Background: an optimization exercise with open tools, aiming at small area. Do not read the settings as production practice.
Function was checked by simulation only, so behaviour that the tests miss may differ from the original.
The flow treats the clock pin as an ideal source. Dropping or thinning the clock tree relies on that and would not hold on a real chip.
Power is estimated from default activity; no workload was simulated.

Setup of job 103:
## top
module top (
    input  clk,         
    input  rst,         
    input  i2c_sda,     
    input  i2c_scl,     
    output debug_led,   
    output tx           
);
clock: 10.0 ns
lec_check: 0
cap_margin: 20
core_margin: 2
core_utilization: 40
slew_margin: 20
standard.sh (not shown) runs the stock make flow with config.mk's settings and CLKGATE_MAP_FILE= SYNTH_SCRIPT=/design/flow/synth_recipe.tcl, a recipe that flattens the netlist after the stock synthesis.
==> flow/flow/run.sh <==
#!/bin/bash
# Own flow: the standard layout (standard.sh) with three changes:
#  - synthesis maps the logic with an area-oriented ABC script
#    (flow/synth.tcl, flow/area.abc); registers are mapped as in the
#    standard synthesis;
#  - the clock is buffered by a few buffers placed at register clusters
#    (flow/pre_cts.tcl, flow/clock_buffers.tcl) instead of TritonCTS's
#    H-tree with dummy loads;
#  - port buffers use the smallest buffer cell.
# The full output of the ORFS make run is in standard_flow.log; each step's
# log is under orfs/logs/.
set -euo pipefail
export OWN_ABC_SCRIPT=$PWD/flow/area.abc
export FLOW_SYNTH_TCL=$PWD/synth_recipe.tcl
export CLOCK_BUFFER_CELL=sky130_fd_sc_hd__clkbuf_4
export CLOCK_BUFFER_COUNT=4
bash standard.sh \
  "SYNTH_SCRIPT=$PWD/flow/synth.tcl" \
  "BUFFER_PORTS_ARGS=-buffer_cell sky130_fd_sc_hd__buf_1" \
  "PRE_CTS_TCL=$PWD/flow/pre_cts.tcl" \
  finish > standard_flow.log 2>&1
==> flow/flow/area.abc <==
strash
&get -n
&st
&deepsyn -T 20
&put
amap -F 4 -A 8
topo
Other scripts of this flow, unchanged in this note and not shown: flow/flow/clock_buffers.tcl, flow/flow/pre_cts.tcl, flow/flow/synth.tcl
> inputs changed (job 103 -> job 101)
==> flow/flow/area.abc <==
strash
&get -n
&st
&deepsyn -T 20
&put
amap
topo
-- flow/config.mk --
<<< job 103, line 8
export CAP_MARGIN = 20
export CORE_MARGIN = 2
export CORE_UTILIZATION = 40
export SLEW_MARGIN = 20
>>> job 101, line 8
export CAP_MARGIN = 20
export CORE_MARGIN = 2
export CORE_UTILIZATION = 75
export SLEW_MARGIN = 20
## What came out
Changes observed in job 101 relative to job 103: multi-input logic area increased about 0.55%; portion of total power attributed to combinational logic increased 2.8 points; internal portion of total power increased about 1.4%; area after synthesis decreased 0.37%. As far as worst hold path depth goes, job 101 and job 103 are indistinguishable; the numbers are identical. Global-route usage for job 101: 13 points up relative to job 103. Comparing job 103 against job 101, there is no change at all in footprint of the flip-flops and latches.
No run of this note takes its clock network from TritonCTS; it comes from the design's own scripts or RTL.

---

main:
Starting RTL as in the previous note.
==> flow/design.v (excerpt) <==
module top (
    input  clk,         
    input  rst,         
    input  i2c_sda,     
    input  i2c_scl,     
    output debug_led,   
    output tx           
);
clock: 10.0 ns
lec_check: 0
cap_margin: 20
core_area: 2 2 60 60
die_area: 0 0 62 62
slew_margin: 20
==> flow/flow/area.abc <==
strash
&get -n
&st
&deepsyn -T 20
&put
amap
topo
Scripts as last shown in full above: flow/flow/run.sh
Other scripts of this flow, unchanged in this note and not shown: flow/flow/clock_buffers.tcl, flow/flow/pre_cts.tcl, flow/flow/synth.tcl
Inputs modified between main and the feature branch:
-- flow/flow/area.abc --
<<< main, line 6
amap
>>> the feature branch, line 6
amap -F 4 -A 8
==> summary.txt <==
Looking at final critical-path required period, the feature branch sits 0.0097 ns lower than main does. [compare] base=main new=the feature branch: combinational cell fraction of total power fell by 2.4 points, weighted congestion at the end of routability-driven global placement went up, final area increased 0.34%, count of non-filler cells in the finished layout saw a decrease, synthesized-area fraction occupied by ao, oa, aoi and oai cells increased 1.0 points. The lower global routing met3 resource utilization of main and the feature branch is in main. Going from main to the feature branch, placed cell area +about 0.35%, multi-input gate area in the final layout -about 0.54%.
No run of this note takes its clock network from TritonCTS; it comes from the design's own scripts or RTL.

---

top, a different RTL version from the one above (not shown whole).
Size: about 160 cells after synthesis, roughly 43 flip-flops, about 6 I/O pins, about 1700 um^2 of cells after synthesis.
Settings: LEC_CHECK=0, CAP_MARGIN=20, CORE_MARGIN=2, CORE_UTILIZATION=40, SLEW_MARGIN=20; clock period 10.0 ns.
run.sh (not shown) runs the stock make flow with config.mk's settings and CLKGATE_MAP_FILE= SYNTH_SCRIPT=/design/flow/synth_recipe.tcl, a recipe that flattens the netlist after the stock synthesis.
Stock flow here: none of the scripts above is used.
Then changed:
Settings changed: CTS_CLUSTER_DIAMETER from default to 500, CTS_CLUSTER_SIZE from default to 60.
=> Non-clock buffer count does not change. Final area is unchanged. Total power is unchanged. Via count does not change.

==> port drivers added, routing unchanged <==
In the flow no input, the clock included, has a driving cell. The finished layouts below were timed again as built, in two steps.
Step 1: set_driving_cell puts a clkbuf_16 on clk and a buf_2 on each other input, an assumption about the parent block.
Step 2, shift: input delay + t, output delay - t, t = (earliest + latest rising clock arrival at the registers) / 2. This alone moves slack from input paths to output paths.
a / b / c = ideal ports / drivers / drivers and shift; a / b = the first two.
run | t, ns | slack for setup (ns) | worst setup path after step 2 | worst register clock-pin slew, ns | cell pins on the clock port's net
job 103 | 0.200 | 6.250 / 6.211 / 6.411 | register to output | 0.12 / 0.12 | 4
job 101 | 0.195 | 6.231 / 6.195 / 6.390 | register to output | 0.11 / 0.11 | 4
main | 0.202 | 6.253 / 6.213 / 6.415 | register to output | 0.11 / 0.11 | 4
the feature branch | 0.205 | 6.262 / 6.219 / 6.424 | register to output | 0.11 / 0.11 | 4
the first run of note 3 | 0.318 | 6.164 / 6.139 / 6.457 | register to output | 0.08 / 0.08 | 1
the second run of note 3 | 0.318 | 6.164 / 6.139 / 6.457 | register to output | 0.08 / 0.08 | 1
After both steps every run listed still meets setup and hold.
